Background: an optimization exercise with open tools, aiming at small area, a short achievable clock period and few clock cycles per item. Do not read the settings as production practice.
At most, simulation tests tie the RTL to the original design; equivalence was not proved.
Power and IR drop assume default switching activity.

==> inputs of build 31 <==
==> flow/design.v <==
module mcalu(
  input             clk,
  input             rst,
  input             exers_mcalu_issue,
  input [4:0]       exers_mcalu_op,
  input [6:0]       exers_robid,
  input [5:0]       exers_rd,
  input [31:0]      exers_op1,
  input [31:0]      exers_op2,
  output            mcalu_stall,
  output            mcalu_valid,
  output            mcalu_error,
  output [4:0]      mcalu_ecause,
  output [6:0]      mcalu_robid,
  output [5:0]      mcalu_rd,
  output [31:0]     mcalu_result,
  input             wb_mcalu_stall,
  input             rob_flush);
  localparam ST_EX  = 2'd0;   
  localparam ST_IT  = 2'd1;   
  localparam ST_FIN = 2'd2;   
  localparam ST_C9  = 2'd3;   
  reg        stall_q;
  reg        v_ir;
  reg [4:0]  op;
  reg [6:0]  robid;
  reg [5:0]  rd;
  reg [31:0] A, B;
  reg [3:0]  bx;
  reg [32:0] H;
  reg        x0;
  reg        bs;
  reg [1:0]  st;
  reg [3:0]  cnt;
  reg        nq;
  reg        cin;
  reg        v_o;
  reg [31:0] res_o;
  reg [6:0]  robid_o;
  reg [5:0]  rd_o;
  assign mcalu_stall  = stall_q;
  assign mcalu_valid  = v_o;
  assign mcalu_error  = 1'b0;
  assign mcalu_ecause = 5'b0;
  assign mcalu_robid  = robid_o;
  assign mcalu_rd     = rd_o;
  assign mcalu_result = res_o;
  wire kill   = rst | rob_flush;
  wire is_md  = op[4] & op[3];
  wire is_mul = is_md & ~op[2];
  wire is_div = is_md & op[2];
  wire s_ex  = (st == ST_EX);
  wire s_it  = (st == ST_IT);
  wire s_fin = (st == ST_FIN);
  wire s_c9  = (st == ST_C9);
  function [31:0] rev32(input [31:0] x);
    integer i;
    begin
      for (i = 0; i < 32; i = i + 1) rev32[i] = x[31-i];
    end
  endfunction
  function [5:0] clz32(input [31:0] x);
    integer i;
    reg found;
    begin
      clz32 = 6'd32;
      found = 1'b0;
      for (i = 31; i >= 0; i = i - 1)
        if (!found && x[i]) begin
          clz32 = 31 - i;
          found = 1'b1;
        end
    end
  endfunction
  wire        sub  = op[3] | (op[1] & ~op[2]);
  wire [32:0] asum = {1'b0, A} + {1'b0, B ^ {32{sub}}} + {32'b0, sub};
  wire        lt_u = ~asum[32];
  wire        lt_s = (A[31] ^ B[31]) ? A[31] : asum[31];
  wire        sa     = ~op[0] & A[31];
  wire        nb     = ~op[0] & B[31];
  wire [5:0]  lza    = clz32(A ^ {32{sa}});
  wire [5:0]  lzb    = clz32(B ^ {32{nb}});
  wire [6:0]  kc     = {1'b0, lzb} - {1'b0, lza} + {6'b0, sa};
  wire        b_zero = ~|B;
  wire        early  = kc[6] | b_zero;
  wire [4:0]  kcl    = kc[5] ? 5'd31 : kc[4:0];
  wire        sh_left = ~op[2];
  wire [31:0] sx_lo   = is_div ? (B ^ {32{~nb}}) : (sh_left ? A : rev32(A));
  wire        sh_fill = is_div ? ~nb : (~sh_left & op[3] & A[31]);
  wire [4:0]  sh_amt  = is_div ? (kcl | 5'd1) : B[4:0];
  reg  [35:0] sh_out;
  integer si;
  always @(*) begin
    sh_out = {{4{is_div}}, sx_lo};
    for (si = 0; si < 5; si = si + 1)
      if (sh_amt[si]) sh_out = (sh_out << (1 << si)) | ((36'd1 << (1 << si)) - 36'd1) & {36{sh_fill}};
  end
  wire [31:0] sh_res = sh_left ? sh_out[31:0] : rev32(sh_out[31:0]);
  wire [31:0] px = A & ~B;
  reg  [31:0] pseen;
  integer pi;
  always @(*) begin
    pseen[0] = 1'b0;
    for (pi = 1; pi < 32; pi = pi + 1) pseen[pi] = pseen[pi-1] | px[pi-1];
  end
  wire [31:0] pm = px & ~pseen;
  reg  [4:0]  pidx;
  integer pj;
  always @(*) begin
    pidx = 5'd0;
    for (pj = 0; pj < 32; pj = pj + 1)
      pidx = pidx | ({5{pm[pj]}} & pj[4:0]);
  end
  reg [31:0] alu_res;
  always @(*) begin
    if (op[4])
      alu_res = op[0] ? (A ^ pm) : {~|px, 26'b0, pidx};
    else
      case (op[2:0])
        3'd0: alu_res = asum[31:0];
        3'd1: alu_res = sh_res;
        3'd2: alu_res = {31'b0, lt_s};
        3'd3: alu_res = {31'b0, lt_u};
        3'd4: alu_res = op[3] ? {31'b0, A == B} : (A ^ B);
        3'd5: alu_res = sh_res;
        3'd6: alu_res = A | B;
        default: alu_res = A & B;
      endcase
  end
  wire        ma_sgn = (op[1] ^ op[0]) & A[31];
  wire [36:0] m1 = {{5{ma_sgn}}, A};
  wire [36:0] m2 = {m1[35:0], 1'b0};
  wire [4:0]  mb = s_c9 ? 5'b00001 : {B[3:0], x0};
  wire d0_neg = mb[2];
  wire d0_one = mb[1] ^ mb[0];
  wire d0_two = (mb[2] & ~mb[1] & ~mb[0]) | (~mb[2] & mb[1] & mb[0]);
  wire d1_neg = mb[4];
  wire d1_one = mb[3] ^ mb[2];
  wire d1_two = (mb[4] & ~mb[3] & ~mb[2]) | (~mb[4] & mb[3] & mb[2]);
  wire [36:0] mag0 = ({37{d0_one}} & m1) | ({37{d0_two}} & m2);
  wire [36:0] mag1 = ({37{d1_one}} & m1) | ({37{d1_two}} & m2);
  wire [36:0] pp0  = mag0 ^ {37{d0_neg}};
  wire [36:0] pp1  = {(mag1[34:0] ^ {35{d1_neg}}), 1'b0, d0_neg};
  wire [36:0] hx   = {{4{H[32]}}, H};
  wire [36:0] msum = hx + pp0 + pp1 + {34'b0, d1_neg, 2'b0};
  wire        need9 = op[1] & bs;
  wire [31:0] mlo_n = {msum[3:0], B[31:4]};
  wire [36:0] e0   = {bx[3], bx, B};
  wire [36:0] e1   = {bx[3], bx[3], bx, B[31:1]};
  wire [36:0] t1   = {5'b0, A} + e0 + {36'b0, cin};
  wire        q1   = ~t1[36];
  wire [31:0] r1   = q1 ? t1[31:0] : A;
  wire [36:0] t2   = {5'b0, r1} + e1 + {36'b0, cin};
  wire        q2   = ~t2[36];
  wire [31:0] r2   = q2 ? t2[31:0] : r1;
  wire [31:0] qn   = {H[29:0], q1, q2};
  wire [31:0] xsel    = (is_div & op[1]) ? A : ((is_mul & ~op[1] & ~op[0]) ? B : H[31:0]);
  wire [31:0] neg_in  = s_fin ? xsel : A;
  wire        neg_do  = s_fin ? (is_div & nq) : sa;
  wire [31:0] neg_out = (neg_in ^ {32{neg_do}}) + {31'b0, neg_do};
  wire [31:0] early_res = op[1] ? A : (b_zero ? {{31{~sa}}, 1'b1} : 32'b0);
  wire fin_mul = is_mul & ((s_ex & (cnt == 4'd7) & ~need9) | s_c9 | s_fin);
  wire fin_div = is_div & ((s_ex & early) | (s_it & (cnt == 4'd0) & ~nq) | s_fin);
  wire fin     = v_ir & (~is_md | fin_mul | fin_div);
  wire nq_set  = op[1] ? sa : (sa ^ nb);
  wire fc_mul  = is_mul & ((s_ex & (((cnt == 4'd6) & ~need9) | (cnt == 4'd7))) | s_c9 | s_fin);
  wire fc_div  = is_div & ((s_ex & (early | ((kcl[4:1] == 4'd0) & ~nq_set))) |
                           (s_it & (((cnt == 4'd1) & ~nq) | (cnt == 4'd0))) | s_fin);
  wire fc      = ~is_md | fc_mul | fc_div;
  wire blocked = v_o & wb_mcalu_stall;
  wire or_free = ~blocked;
  wire produce = fin & or_free;
  reg [31:0] res_src;
  always @(*) begin
    if (~is_md)
      res_src = alu_res;
    else if (s_fin)
      res_src = neg_out;
    else if (is_div)
      res_src = s_ex ? early_res : (op[1] ? r2 : qn);
    else if (s_c9)
      res_src = msum[31:0];
    else
      res_src = (op[1:0] == 2'b00) ? mlo_n : msum[35:4];
  end
  wire md_in   = exers_mcalu_op[4] & exers_mcalu_op[3];
  wire stall_n = ~kill & (stall_q ? (blocked | (~fin & ~fc))
                                  : (exers_mcalu_issue & (md_in | v_ir | blocked)));
  wire v_ir_n  = ~kill & (stall_q ? ~produce : exers_mcalu_issue);
  wire v_o_n   = ~kill & (produce | blocked);
  always @(posedge clk) begin
    stall_q <= stall_n;
    v_ir    <= v_ir_n;
    v_o     <= v_o_n;
    if (~stall_q) begin
      op    <= exers_mcalu_op;
      robid <= exers_robid;
      rd    <= exers_rd;
      A     <= exers_op1;
      B     <= exers_op2;
      bs    <= exers_op2[31];
      st    <= ST_EX;
      cnt   <= 4'd0;
      H     <= 33'b0;
      x0    <= 1'b0;
    end else if (is_mul) begin
      if (s_ex) begin
        H   <= msum[36:4];
        B   <= mlo_n;
        x0  <= B[3];
        cnt <= cnt + 4'd1;
        if (cnt == 4'd7) st <= need9 ? ST_C9 : ST_FIN;
      end
    end else if (is_div) begin
      if (s_ex) begin
        if (~early) begin
          A   <= neg_out;
          {bx, B} <= sh_out;
          cin <= ~nb;
          nq  <= nq_set;
          cnt <= kcl[4:1];
          st  <= ST_IT;
        end
      end else if (s_it) begin
        A   <= r2;
        {bx, B} <= {bx[3], bx[3], bx, B[31:2]};
        H   <= {1'b0, qn};
        cnt <= cnt - 4'd1;
        if (cnt == 4'd0) st <= ST_FIN;
      end
    end
    if (or_free) begin
      res_o   <= res_src;
      robid_o <= robid;
      rd_o    <= rd;
    end
  end
endmodule
==> flow/run.sh <==
#!/bin/bash
# synth_recipe.tcl (not shown) runs the flow's synth.tcl, then flattens the netlist and writes it again
# the make line also repeats each setting of config.mk as NAME=value (left out here)
make -C /OpenROAD-flow-scripts/flow DESIGN_CONFIG=/design/flow/config.mk WORK_HOME=/design/flow/orfs CLKGATE_MAP_FILE= SYNTH_SCRIPT=/design/flow/synth_recipe.tcl finish
==> flow/config.mk <==
export PLATFORM = sky130hd
export DESIGN_NAME = mcalu
export DESIGN_NICKNAME = mcalu
export VERILOG_FILES = /design/flow/design.v
export SDC_FILE = /design/flow/constraint.sdc
export NUM_CORES = 4
export LEC_CHECK = 0
export CAP_MARGIN = 20
export CORE_MARGIN = 2
export CORE_UTILIZATION = 40
export SLEW_MARGIN = 20
==> flow/constraint.sdc <==
create_clock -name core_clock -period 20.0 [get_ports {clk}]
set_input_delay 4.0000 -clock core_clock [delete_from_list [all_inputs] [get_ports {clk}]]
set_output_delay 4.0000 -clock core_clock [all_outputs]
set_load 0.01 [all_outputs]
==> trial 11: changes against build 31 <==
==> flow/design.v, changed modules only <==
module mcalu(
  input             clk,
  input             rst,
  input             exers_mcalu_issue,
  input [4:0]       exers_mcalu_op,
  input [6:0]       exers_robid,
  input [5:0]       exers_rd,
  input [31:0]      exers_op1,
  input [31:0]      exers_op2,
  output            mcalu_stall,
  output            mcalu_valid,
  output            mcalu_error,
  output [4:0]      mcalu_ecause,
  output [6:0]      mcalu_robid,
  output [5:0]      mcalu_rd,
  output [31:0]     mcalu_result,
  input             wb_mcalu_stall,
  input             rob_flush);
  localparam ST_EX  = 2'd0;   
  localparam ST_IT  = 2'd1;   
  localparam ST_FIN = 2'd2;   
  localparam ST_C9  = 2'd3;   
  reg        stall_q;
  reg        v_ir;
  reg [4:0]  op;
  reg [6:0]  robid;
  reg [5:0]  rd;
  reg [31:0] A, B;
  reg [3:0]  bx;
  reg [32:0] H;
  reg        x0;
  reg        bs;
  reg [1:0]  st;
  reg [4:0]  cnt;
  reg        nq;
  reg        cin;
  reg        v_o;
  reg [31:0] res_o;
  reg [6:0]  robid_o;
  reg [5:0]  rd_o;
  assign mcalu_stall  = stall_q;
  assign mcalu_valid  = v_o;
  assign mcalu_error  = 1'b0;
  assign mcalu_ecause = 5'b0;
  assign mcalu_robid  = robid_o;
  assign mcalu_rd     = rd_o;
  assign mcalu_result = res_o;
  wire kill   = rst | rob_flush;
  wire is_md  = op[4] & op[3];
  wire is_mul = is_md & ~op[2];
  wire is_div = is_md & op[2];
  wire s_ex  = (st == ST_EX);
  wire s_it  = (st == ST_IT);
  wire s_fin = (st == ST_FIN);
  wire s_c9  = (st == ST_C9);
  function [31:0] rev32(input [31:0] x);
    integer i;
    begin
      for (i = 0; i < 32; i = i + 1) rev32[i] = x[31-i];
    end
  endfunction
  wire        sub  = op[3] | (op[1] & ~op[2]);
  wire [36:0] asum;
  bkadd #(37) u_asum (.a({5'b0, A}),
                      .b(is_div ? {bx[3], bx, B} : {5'b0, B ^ {32{sub}}}),
                      .ci(is_div ? cin : sub), .s(asum));
  wire        lt_u = ~asum[32];
  wire        lt_s = (A[31] ^ B[31]) ? A[31] : asum[31];
  wire        sa     = ~op[0] & A[31];
  wire        nb     = ~op[0] & B[31];
  wire [5:0]  lza, lzb;
  lzc32 u_lza (.x(A ^ {32{sa}}), .n(lza));
  lzc32 u_lzb (.x(B ^ {32{nb}}), .n(lzb));
  wire [6:0]  kc     = {1'b0, lzb} - {1'b0, lza} + {6'b0, sa};
  wire        b_zero = ~|B;
  wire        early  = kc[6] | b_zero;
  wire [4:0]  kcl    = kc[5] ? 5'd31 : kc[4:0];
  wire        sh_left = ~op[2];
  wire [31:0] sx_lo   = is_div ? (B ^ {32{~nb}}) : (sh_left ? A : rev32(A));
  wire        sh_fill = is_div ? ~nb : (~sh_left & op[3] & A[31]);
  wire [4:0]  sh_amt  = is_div ? kcl : B[4:0];
  reg  [35:0] sh_out;
  integer si;
  always @(*) begin
    sh_out = {{4{is_div}}, sx_lo};
    for (si = 0; si < 5; si = si + 1)
      if (sh_amt[si]) sh_out = (sh_out << (1 << si)) | ((36'd1 << (1 << si)) - 36'd1) & {36{sh_fill}};
  end
  wire [31:0] sh_res = sh_left ? sh_out[31:0] : rev32(sh_out[31:0]);
  wire [31:0] px = A & ~B;
  reg  [31:0] pseen;
  integer pi;
  always @(*) begin
    pseen[0] = 1'b0;
    for (pi = 1; pi < 32; pi = pi + 1) pseen[pi] = pseen[pi-1] | px[pi-1];
  end
  wire [31:0] pm = px & ~pseen;
  reg  [4:0]  pidx;
  integer pj;
  always @(*) begin
    pidx = 5'd0;
    for (pj = 0; pj < 32; pj = pj + 1)
      pidx = pidx | ({5{pm[pj]}} & pj[4:0]);
  end
  wire [2:0]  f = op[2:0];
  wire [31:0] alu_res =
      op[4]      ? (op[0] ? (A ^ pm) : {~|px, 26'b0, pidx}) :
      (f == 3'd0) ? asum[31:0] :
      (f == 3'd2) ? {31'b0, lt_s} :
      (f == 3'd3) ? {31'b0, lt_u} :
      (f == 3'd4) ? (op[3] ? {31'b0, A == B} : (A ^ B)) :
      (f == 3'd6) ? (A | B) :
      (f == 3'd7) ? (A & B) :
                    sh_res;
  wire        ma_sgn = (op[1] ^ op[0]) & A[31];
  wire [36:0] m1 = {{5{ma_sgn}}, A};
  wire [36:0] m2 = {m1[35:0], 1'b0};
  wire [4:0]  mb = s_c9 ? 5'b00001 : {B[3:0], x0};
  wire d0_neg = mb[2];
  wire d0_one = mb[1] ^ mb[0];
  wire d0_two = (mb[2] & ~mb[1] & ~mb[0]) | (~mb[2] & mb[1] & mb[0]);
  wire d1_neg = mb[4];
  wire d1_one = mb[3] ^ mb[2];
  wire d1_two = (mb[4] & ~mb[3] & ~mb[2]) | (~mb[4] & mb[3] & mb[2]);
  wire [36:0] mag0 = ({37{d0_one}} & m1) | ({37{d0_two}} & m2);
  wire [36:0] mag1 = ({37{d1_one}} & m1) | ({37{d1_two}} & m2);
  wire [36:0] pp0  = mag0 ^ {37{d0_neg}};
  wire [36:0] pp1  = {(mag1[34:0] ^ {35{d1_neg}}), d1_neg, d1_neg};
  wire [36:0] hx   = {{4{H[32]}}, H};
  wire [36:0] cs_s = hx ^ pp0 ^ pp1;
  wire [36:0] cs_c = {(hx[35:0] & pp0[35:0]) | (hx[35:0] & pp1[35:0]) | (pp0[35:0] & pp1[35:0]), d0_neg};
  wire [36:0] msum;
  bkadd #(37) u_msum (.a(cs_s), .b(cs_c), .ci(d1_neg), .s(msum));
  wire        need9 = op[1] & bs;
  wire [31:0] mlo_n = {msum[3:0], B[31:4]};
  wire        q1   = ~asum[36];
  wire [31:0] r1   = q1 ? asum[31:0] : A;
  wire [31:0] qn   = {H[30:0], q1};
  wire [31:0] xsel    = (is_div & op[1]) ? A : ((is_mul & ~op[1] & ~op[0]) ? B : H[31:0]);
  wire [31:0] neg_in  = s_fin ? xsel : A;
  wire        neg_do  = s_fin ? (is_div & nq) : sa;
  wire [31:0] neg_out = (neg_in ^ {32{neg_do}}) + {31'b0, neg_do};
  wire [31:0] early_res = op[1] ? A : (b_zero ? {{31{~sa}}, 1'b1} : 32'b0);
  wire fin_mul = is_mul & ((s_ex & (cnt == 5'd7) & ~need9) | s_c9 | s_fin);
  wire fin_div = is_div & ((s_ex & early) | (s_it & (cnt == 5'd0) & ~nq) | s_fin);
  wire fin     = v_ir & (~is_md | fin_mul | fin_div);
  wire nq_set  = op[1] ? sa : (sa ^ nb);
  wire fc_mul  = is_mul & ((s_ex & (((cnt == 5'd6) & ~need9) | (cnt == 5'd7))) | s_c9 | s_fin);
  wire fc_div  = is_div & ((s_ex & (early | ((kcl == 5'd0) & ~nq_set))) |
                           (s_it & (((cnt == 5'd1) & ~nq) | (cnt == 5'd0))) | s_fin);
  wire fc      = ~is_md | fc_mul | fc_div;
  wire blocked = v_o & wb_mcalu_stall;
  wire or_free = ~blocked;
  wire produce = fin & or_free;
  reg [31:0] res_src;
  always @(*) begin
    if (~is_md)
      res_src = alu_res;
    else if (s_fin)
      res_src = neg_out;
    else if (is_div)
      res_src = s_ex ? early_res : (op[1] ? r1 : qn);
    else if (s_c9)
      res_src = msum[31:0];
    else
      res_src = (op[1:0] == 2'b00) ? mlo_n : msum[35:4];
  end
  wire md_in   = exers_mcalu_op[4] & exers_mcalu_op[3];
  wire stall_n = ~kill & (stall_q ? (blocked | (~fin & ~fc))
                                  : (exers_mcalu_issue & (md_in | v_ir | blocked)));
  wire v_ir_n  = ~kill & (stall_q ? ~produce : exers_mcalu_issue);
  wire v_o_n   = ~kill & (produce | blocked);
  always @(posedge clk) begin
    stall_q <= stall_n;
    v_ir    <= v_ir_n;
    v_o     <= v_o_n;
    if (~stall_q) begin
      op    <= exers_mcalu_op;
      robid <= exers_robid;
      rd    <= exers_rd;
      A     <= exers_op1;
      B     <= exers_op2;
      bs    <= exers_op2[31];
      st    <= ST_EX;
      cnt   <= 5'd0;
      H     <= 33'b0;
      x0    <= 1'b0;
    end else if (is_mul) begin
      if (s_ex) begin
        H   <= msum[36:4];
        B   <= mlo_n;
        x0  <= B[3];
        cnt <= cnt + 5'd1;
        if (cnt == 5'd7) st <= need9 ? ST_C9 : ST_FIN;
      end
    end else if (is_div) begin
      if (s_ex) begin
        A   <= neg_out;
        {bx, B} <= sh_out;
        H   <= {1'b0, {32{b_zero}}};
        cin <= ~nb;
        nq  <= nq_set;
        cnt <= kcl;
        st  <= early ? ST_FIN : ST_IT;
      end else if (s_it) begin
        A   <= r1;
        {bx, B} <= {bx[3], bx, B[31:1]};
        H   <= {1'b0, qn};
        cnt <= cnt - 5'd1;
        if (cnt == 5'd0) st <= ST_FIN;
      end
    end
    if (or_free) begin
      res_o   <= res_src;
      robid_o <= robid;
      rd_o    <= rd;
    end
  end
endmodule
module bkadd #(parameter W = 32) (
  input  [W-1:0] a,
  input  [W-1:0] b,
  input          ci,
  output [W-1:0] s);
  localparam L = $clog2(W);
  wire [W-1:0] g0 = a & b;
  wire [W-1:0] p0 = a ^ b;
  reg  [W-1:0] G, P;
  integer i, d;
  always @(*) begin
    G = g0;
    P = p0;
    G[0] = g0[0] | (p0[0] & ci);
    for (d = 1; d < W; d = d * 2)
      for (i = 2*d - 1; i < W; i = i + 2*d) begin
        G[i] = G[i] | (P[i] & G[i-d]);
        P[i] = P[i] & P[i-d];
      end
    for (d = (1 << (L-1)); d >= 1; d = d / 2)
      for (i = 3*d - 1; i < W; i = i + 2*d) begin
        G[i] = G[i] | (P[i] & G[i-d]);
        P[i] = P[i] & P[i-d];
      end
  end
  assign s = p0 ^ {G[W-2:0], ci};
endmodule
module lzc32 (
  input  [31:0] x,
  output [5:0]  n);
  wire        z16 = ~|x[31:16];
  wire [15:0] y16 = z16 ? x[15:0] : x[31:16];
  wire        z8  = ~|y16[15:8];
  wire [7:0]  y8  = z8 ? y16[7:0] : y16[15:8];
  wire        z4  = ~|y8[7:4];
  wire [3:0]  y4  = z4 ? y8[3:0] : y8[7:4];
  wire        z2  = ~|y4[3:2];
  wire [1:0]  y2  = z2 ? y4[1:0] : y4[3:2];
  wire        z1  = ~y2[1];
  wire        zz  = ~|x;
  assign n = zz ? 6'd32 : {1'b0, z16, z8, z4, z2, z1};
endmodule
==> qor summary <==
item                                                                          trial 11                  build 31
Status                                                        timing/DRC/antenna clean  timing/DRC/antenna clean
R2R Path Start                                                                   op[0]                      B[8]
Non-CTS inverters                                                                  142                       129
Most repeated cell in the gate-level netlist after synthesis  sky130_fd_sc_hd__a21oi_1  sky130_fd_sc_hd__nand2_1
Fraction of synthesized cell area in xor and xnor cells                          8.35%                     8.86%
Cell count after synthesis                                                        3579                      4248
Inserted tap cell count                                                            873                      1040
Clk_buf instances                                                                   17                        18
GRT met2 Usage                                                                   64.9%                     70.8%
Full die area                                                               70100 um^2                80800 um^2
Fin Hold WS                                                                   0.422 ns                  0.426 ns
Most common cell after layout, fill and taps aside            sky130_fd_sc_hd__a21oi_1  sky130_fd_sc_hd__nand2_1
Worst setup path startpoint                                                      op[0]                      B[8]
Core area                                                                   67300 um^2                77600 um^2
Later-pin clock latency in the skew report                                     0.53 ns                   0.54 ns
Placed inst area                                                            29500 um^2                33900 um^2
Post-route cell area                                                        30100 um^2                34600 um^2
CP max stage delay                                                             0.82 ns                   1.08 ns
Avg Inst Size Synth                                                          7.59 um^2                 7.40 um^2
Endpoint arrival time on the critical path                                    10.34 ns                  11.25 ns
Power Dens Cells                                                          95.3 nW/um^2              96.7 nW/um^2
Multi-input combinational cell count                                              2943                      3589
Combinational cell fraction of total power                                       69.4%                     73.7%
Testbench counts of trial 11, summed over its fixed seeds: cycles 15,601, items 3,200.
For build 31, only the layout was checked, not whether the RTL still works.

[static timing again, ports no longer ideal]
How much do the figures lean on ideal ports? The routed layouts below were timed once more, with nothing changed but the port constraints.
Step 1 sets driving cells, clkbuf_16 on the clock port and buf_2 on the other inputs (assumed; they add their load-dependent delay and slew).
Step 2 also shifts input and output timing later by t, the mid clock arrival at the registers, as if the neighbouring blocks saw the same clock.
a / b / c = ideal ports / drivers / drivers and shift; a / b = the first two.
| run | t (ns) | setup slack, ns | worst slew at a driven data input, ns |
|---|---|---|---|
| build 31 | 0.579 | 9.019 / 9.019 / 9.019 | 0.09 |
| trial 11 | 0.587 | 9.974 / 9.974 / 9.974 | 0.10 |
After both steps every run listed still meets setup and hold.
